Source: an optimization exercise on an open RTL-to-GDS flow (aim: small area, a short achievable clock period and few clock cycles per item). Production flows keep margins and buffers that such runs may drop.
At most, simulation tests tie the RTL to the original design; equivalence was not proved.
Power figures rest on the tool's default switching activity, not on a simulated workload.

## run 1
==> flow/design.v (excerpt) <==
module mod(
	input [31:0] A,
	input [31:0] B,
	input clk,
	input reset,
	output [31:0] Result,
	output done
);
	wire busy, p1, fit1, fit3, ge, last;
	mod_cu io(.clk(clk), .reset(reset), .fit1(fit1), .fit3(fit3), .last(last),
	          .busy(busy), .p1(p1));
	mod_dp i1(.clk(clk), .reset(reset), .A(A), .B(B), .busy(busy), .p1(p1),
	          .fit1(fit1), .fit3(fit3), .last(last), .R(Result));
	assign done = ~busy;
endmodule
For scale: about 570 cells after synthesis, about 99 I/O pins.
==> flow/config.mk <==
export PLATFORM = sky130hd
export DESIGN_NAME = mod
export DESIGN_NICKNAME = mod
export VERILOG_FILES = /design/flow/design.v
export SDC_FILE = /design/flow/constraint.sdc
export NUM_CORES = 4
export LEC_CHECK = 0
export CAP_MARGIN = 20
export CORE_MARGIN = 2
export CORE_UTILIZATION = 40
export CTS_BUF_LIST = sky130_fd_sc_hd__clkbuf_8
export SETUP_SLACK_MARGIN = 1.4
export SLEW_MARGIN = 20
export TNS_END_PERCENT = 0
==> flow/constraint.sdc <==
create_clock -name core_clock -period 4.5 [get_ports {clk}]
set_input_delay 0.9000 -clock core_clock [delete_from_list [all_inputs] [get_ports {clk}]]
set_output_delay 0.9000 -clock core_clock [all_outputs]
set_load 0.01 [all_outputs]
standard.sh (not shown) runs the stock make flow with config.mk's settings and CLKGATE_MAP_FILE= SYNTH_SCRIPT=/design/flow/synth_recipe.tcl, a recipe that flattens the netlist after the stock synthesis.
==> flow/flow/run.sh <==
#!/bin/bash
# The standard layout, with the smallest buffer on each port instead of the
# delay cell buffer_ports picks by default.
set -euo pipefail
export BUFFER_PORTS_ARGS="-buffer_cell sky130_fd_sc_hd__buf_1"
bash standard.sh finish > standard.log 2>&1
Testbench counts of run 1, summed over its fixed seeds: cycles 6,090, items 720.
Edits applied to the flow inputs when going from run 1 to run 2:
--- a/flow/config.mk
+++ b/flow/config.mk
@@ -12 +12 @@
-export SETUP_SLACK_MARGIN = 1.4
+export SETUP_SLACK_MARGIN = 1.2
==> comparison <==
- Diff run 1 -> run 2: highest achievable clock rate comparable, fraction of area in registers has remained practically unchanged, buffer count excluding the clock tree in the final layout shows a reduction of 0.87%.
- Summary of run 2 over run 1: final critical-path share of the clock period went down by 0.20 points; cell depth of the worst flop-to-flop path went up; post-CTS setup buffer count -5.
- Any difference in minimum setup slack after placement between run 2 and run 1 is small enough to ignore.
[inputs] run 3 vs run 2
--- a/flow/config.mk
+++ b/flow/config.mk
@@ -12 +12 @@
-export SETUP_SLACK_MARGIN = 1.2
+export SETUP_SLACK_MARGIN = 1.0
==> comparison <==
Run 2 was carried through to the last stage, and its layout satisfied the timing, design-rule and antenna checks.
In summary, run 3 completed successfully, with a layout that passed the timing, design-rule and antenna checks.
From run 2 to run 3 the numbers moved as follows: total power now sits lower, portion of total power attributed to combinational logic now sits lower, number of signal-net buffers in the layout now sits lower.
The inputs of run 4 differ from those of run 3 as listed below.
--- a/flow/config.mk
+++ b/flow/config.mk
@@ -12 +12,2 @@
-export SETUP_SLACK_MARGIN = 1.0
+export PLACE_DENSITY = 0.75
+export SETUP_SLACK_MARGIN = 1.2
### Flow results
Status: total number of sequential cells parity (run 3, run 4). ~same via count in run 4 and run 3. Compared with run 3, in run 4 filler cell count saw a decrease, via density per instance stayed essentially flat. Diff run 3 -> run 4: total design power moved up, estimated wirelength of the detail-placed design went down by 900 um. Wire length on run 4 is ahead of run 3. Diff run 3..run 4 | non-clock buffer count | unchanged.

* * *

Another version of the RTL of mod (not shown whole).
Size in the first run: ~710 cells after synthesis, about 71 flip-flops, about 99 I/O pins, ~5700 sq um of cells after synthesis.
Settings: LEC_CHECK=0, CAP_MARGIN=20, CORE_MARGIN=2, CORE_UTILIZATION=40, CTS_BUF_LIST=sky130_fd_sc_hd__clkbuf_4 sky130_fd_sc_hd__clkbuf_8, SETUP_SLACK_MARGIN=1.2, SLEW_MARGIN=20, TNS_END_PERCENT=0; clock period 4.5 ns.
Scripts as last shown in full above: flow/flow/run.sh
Testbench counts at the start, summed over its fixed seeds: cycles 6,090, items 720.
Rerun with:
Settings changed: CTS_BUF_LIST sky130_fd_sc_hd__clkbuf_4 sky130_fd_sc_hd__clkbuf_8 to sky130_fd_sc_hd__clkbuf_8, SETUP_SLACK_MARGIN 1.2 to 1.8, TNS_END_PERCENT 0 to not set.
Result:
- The new run went through all stages and came out clean
- cell count increases by a little under a tenth
- combinational power went up by well over a third
- synthesized area does not change
- count of clock-buffer cells in the layout came out lower by 3
- setup slack gets better by 0.19 ns
- cell area increases by about a fifth
- power rises by a quarter to a third
- clock skew goes up by 0.0097 ns
Rerun with:
Settings changed: SETUP_SLACK_MARGIN 1.8 to 1.0.
What happened: The new run completed with no timing, DRC or antenna violations. Register-to-register slack degrades by 0.31 ns. Fmax falls by 9.1%. First-iteration DRC count falls by 18%. Worst hold slack barely changes.
Rerun with:
--- a/flow/flow/run.sh
+++ b/flow/flow/run.sh
@@ -3 +3,2 @@
-# delay cell buffer_ports picks by default.
+# delay cell buffer_ports picks by default, and power recovery (downsizing
+# of gates off the critical paths) after global routing.
@@ -5,0 +7 @@
+export RECOVER_POWER=100
Settings changed: SETUP_SLACK_MARGIN 1.0 to 1.2, TNS_END_PERCENT set to 0.
Result: Now the flow reached the layout checks and failed them: max-capacitance violations, max-slew violations; routed wire length is higher by a few percent; via count is higher slightly; maximum frequency is lower by roughly a tenth; clock power is lower by a little under a tenth; die area does not change; non-clock buffer count is higher by 2; utilization is lower by 0.20 points.

* * *

Setup of rev 12:
The RTL this note starts from:
==> flow/design.v <==
module mod_cu (
	input clk,
	input reset,
	input fit1,
	input fit3,
	input last,
	output reg busy,
	output reg p1
);
always @(posedge clk) begin
	if (reset) begin
		busy <= 1'b1;
		p1 <= 1'b1;
	end else if (busy) begin
		if (!(p1 & fit1)) begin
			p1 <= 1'b0;
			if (last)
				busy <= 1'b0;
		end
	end
end
endmodule
module mod_dp (
	input clk,
	input reset,
	input [31:0] A,
	input [31:0] B,
	input busy,
	input p1,
	output fit1,
	output fit3,
	output last,
	output [31:0] R
);
	reg [31:0] r, d;
	reg [4:0] cnt;
	wire [31:0] s;
	genvar i;
	generate
		for (i = 0; i < 32; i = i + 1) begin : g_s
			assign s[i] = |r[31:i];
		end
	endgenerate
	assign fit1 = ~d[31] & ~|(d[30:0] & ~s[31:1]);
	assign fit3 = ~|d[31:29] & ~|(d[28:0] & ~s[31:3]);
	assign last = (cnt == 5'd0);
	wire [31:0] diff = r - d;
	wire [31:0] g0 = r & ~d;
	wire [31:0] e0 = ~(r ^ d);
	wire [15:0] g1, e1;
	wire [7:0] g2, e2;
	wire [3:0] g3, e3;
	wire [1:0] g4, e4;
	generate
		for (i = 0; i < 16; i = i + 1) begin : g_c1
			assign g1[i] = g0[2*i+1] | (e0[2*i+1] & g0[2*i]);
			assign e1[i] = e0[2*i+1] & e0[2*i];
		end
		for (i = 0; i < 8; i = i + 1) begin : g_c2
			assign g2[i] = g1[2*i+1] | (e1[2*i+1] & g1[2*i]);
			assign e2[i] = e1[2*i+1] & e1[2*i];
		end
		for (i = 0; i < 4; i = i + 1) begin : g_c3
			assign g3[i] = g2[2*i+1] | (e2[2*i+1] & g2[2*i]);
			assign e3[i] = e2[2*i+1] & e2[2*i];
		end
		for (i = 0; i < 2; i = i + 1) begin : g_c4
			assign g4[i] = g3[2*i+1] | (e3[2*i+1] & g3[2*i]);
			assign e4[i] = e3[2*i+1] & e3[2*i];
		end
	endgenerate
	wire ge = g4[1] | (e4[1] & (g4[0] | e4[0]));
	wire sh3 = p1 & fit3;
	wire sh1 = p1 & fit1;
	always @(posedge clk) begin
		if (reset) begin
			d <= B;
			cnt <= 5'd0;
		end else if (sh3) begin
			d <= {d[28:0], 3'b000};
			cnt <= cnt + 5'd3;
		end else if (sh1) begin
			d <= {d[30:0], 1'b0};
			cnt <= cnt + 5'd1;
		end else begin
			d <= {1'b0, d[31:1]};
			cnt <= cnt - 5'd1;
		end
	end
	always @(posedge clk) begin
		if (reset)
			r <= A;
		else if (busy & ~sh1 & ge)
			r <= diff;
	end
	assign R = r;
endmodule
module mod(
	input [31:0] A,
	input [31:0] B,
	input clk,
	input reset,
	output [31:0] Result,
	output done
);
	wire busy, p1, fit1, fit3, ge, last;
	mod_cu io(.clk(clk), .reset(reset), .fit1(fit1), .fit3(fit3), .last(last),
	          .busy(busy), .p1(p1));
	mod_dp i1(.clk(clk), .reset(reset), .A(A), .B(B), .busy(busy), .p1(p1),
	          .fit1(fit1), .fit3(fit3), .last(last), .R(Result));
	assign done = ~busy;
endmodule
==> flow/config.mk <==
export PLATFORM = sky130hd
export DESIGN_NAME = mod
export DESIGN_NICKNAME = mod
export VERILOG_FILES = /design/flow/design.v
export SDC_FILE = /design/flow/constraint.sdc
export NUM_CORES = 4
export LEC_CHECK = 0
export CAP_MARGIN = 20
export CORE_MARGIN = 2
export CORE_UTILIZATION = 40
export CTS_BUF_LIST = sky130_fd_sc_hd__clkbuf_8
export SETUP_SLACK_MARGIN = 1.5
export SLEW_MARGIN = 20
==> flow/constraint.sdc <==
create_clock -name core_clock -period 4.5 [get_ports {clk}]
set_input_delay 0.9000 -clock core_clock [delete_from_list [all_inputs] [get_ports {clk}]]
set_output_delay 0.9000 -clock core_clock [all_outputs]
set_load 0.01 [all_outputs]
==> flow/flow/run.sh <==
#!/bin/bash
# The standard layout, with the smallest buffer on each port instead of the
# delay cell buffer_ports picks by default.
set -euo pipefail
export BUFFER_PORTS_ARGS="-buffer_cell sky130_fd_sc_hd__buf_1"
bash standard.sh finish > standard.log 2>&1
Both conditions hold for rev 12: the flow ran to the end and the final layout passed the timing, design-rule and antenna checks.
Here is what was changed in the inputs of rev 13 compared with rev 12.
- a change of SETUP_SLACK_MARGIN from 1.5 to 1.0
## What came out
Comparing rev 12 and rev 13, switching share of power is higher on rev 12. Rev 13 against rev 12; final standard cell count with taps included and fillers excluded is down slightly. Per the comparison of rev 13 with rev 12, number of non-clock buffers in the layout decreased by 8.4% relative to the old numbers; power decreased by 0.00031 W relative to the old numbers; maximum achievable frequency decreased by about 3.5% relative to the old numbers. Comparing rev 13 with rev 12, the sequential power came out essentially unchanged. Delta(final worst slack, rev 13 - rev 12) < 0. Rev 13 vs rev 12, number of buffers inserted by post-CTS setup repair went down by 12.
No run of this note included a check of the RTL's function; only the layout flow was run.

==> port drivers added, routing unchanged <==
No port has a modelled driver above. Below, the same layouts with a new extraction and two added sets of constraints.
Step 1 (the two cells are an assumption about what drives the block):
set clk [get_ports {clk}]
set_driving_cell -lib_cell sky130_fd_sc_hd__clkbuf_16 $clk
set_driving_cell -lib_cell sky130_fd_sc_hd__buf_2 [delete_from_list [all_inputs] $clk]
Step 2, shift: input delay + t, output delay - t, t = (earliest + latest rising clock arrival at the registers) / 2. This alone moves slack from input paths to output paths.
a / b / c = no drivers / after step 1 / after step 2; a / b = the first two.
| run | t, ns | setup WS [ns] | worst setup path at the end | clock arrival spread, ns | slew at the worst register clock pin (ns) |
|---|---|---|---|---|---|
| run 1 | 0.403 | 1.291 / 1.291 / 1.291 | register to register | 0.013 / 0.013 | 0.08 / 0.08 |
| run 2 | 0.403 | 1.300 / 1.300 / 1.300 | register to register | 0.013 / 0.012 | 0.08 / 0.08 |
| run 3 | 0.399 | 1.152 / 1.152 / 1.152 | register to register | 0.010 / 0.009 | 0.08 / 0.08 |
| run 4 | 0.390 | 1.163 / 1.163 / 1.163 | register to register | 0.015 / 0.015 | 0.09 / 0.09 |
| the first run of note 2 | 0.400 | 1.247 / 1.247 / 1.247 | register to register | 0.006 / 0.006 | 0.08 / 0.08 |
| the second run of note 2 | 0.411 | 1.433 / 1.433 / 1.416 | input to register | 0.016 / 0.017 | 0.09 / 0.09 |
| the third run of note 2 | 0.412 | 1.125 / 1.125 / 1.125 | register to register | 0.010 / 0.010 | 0.08 / 0.08 |
| the fourth run of note 2 | 0.401 | 0.770 / 0.770 / 0.511 | input to register | 0.009 / 0.009 | 0.08 / 0.08 |
| rev 12 | 0.405 | 1.229 / 1.229 / 1.229 | register to register | 0.013 / 0.013 | 0.09 / 0.09 |
| rev 13 | 0.406 | 1.111 / 1.111 / 1.111 | register to register | 0.015 / 0.016 | 0.09 / 0.09 |
The setup slack of the fourth run of note 2, which loses most, moves by 0.000 ns with the drivers and by -0.259 ns with both steps.
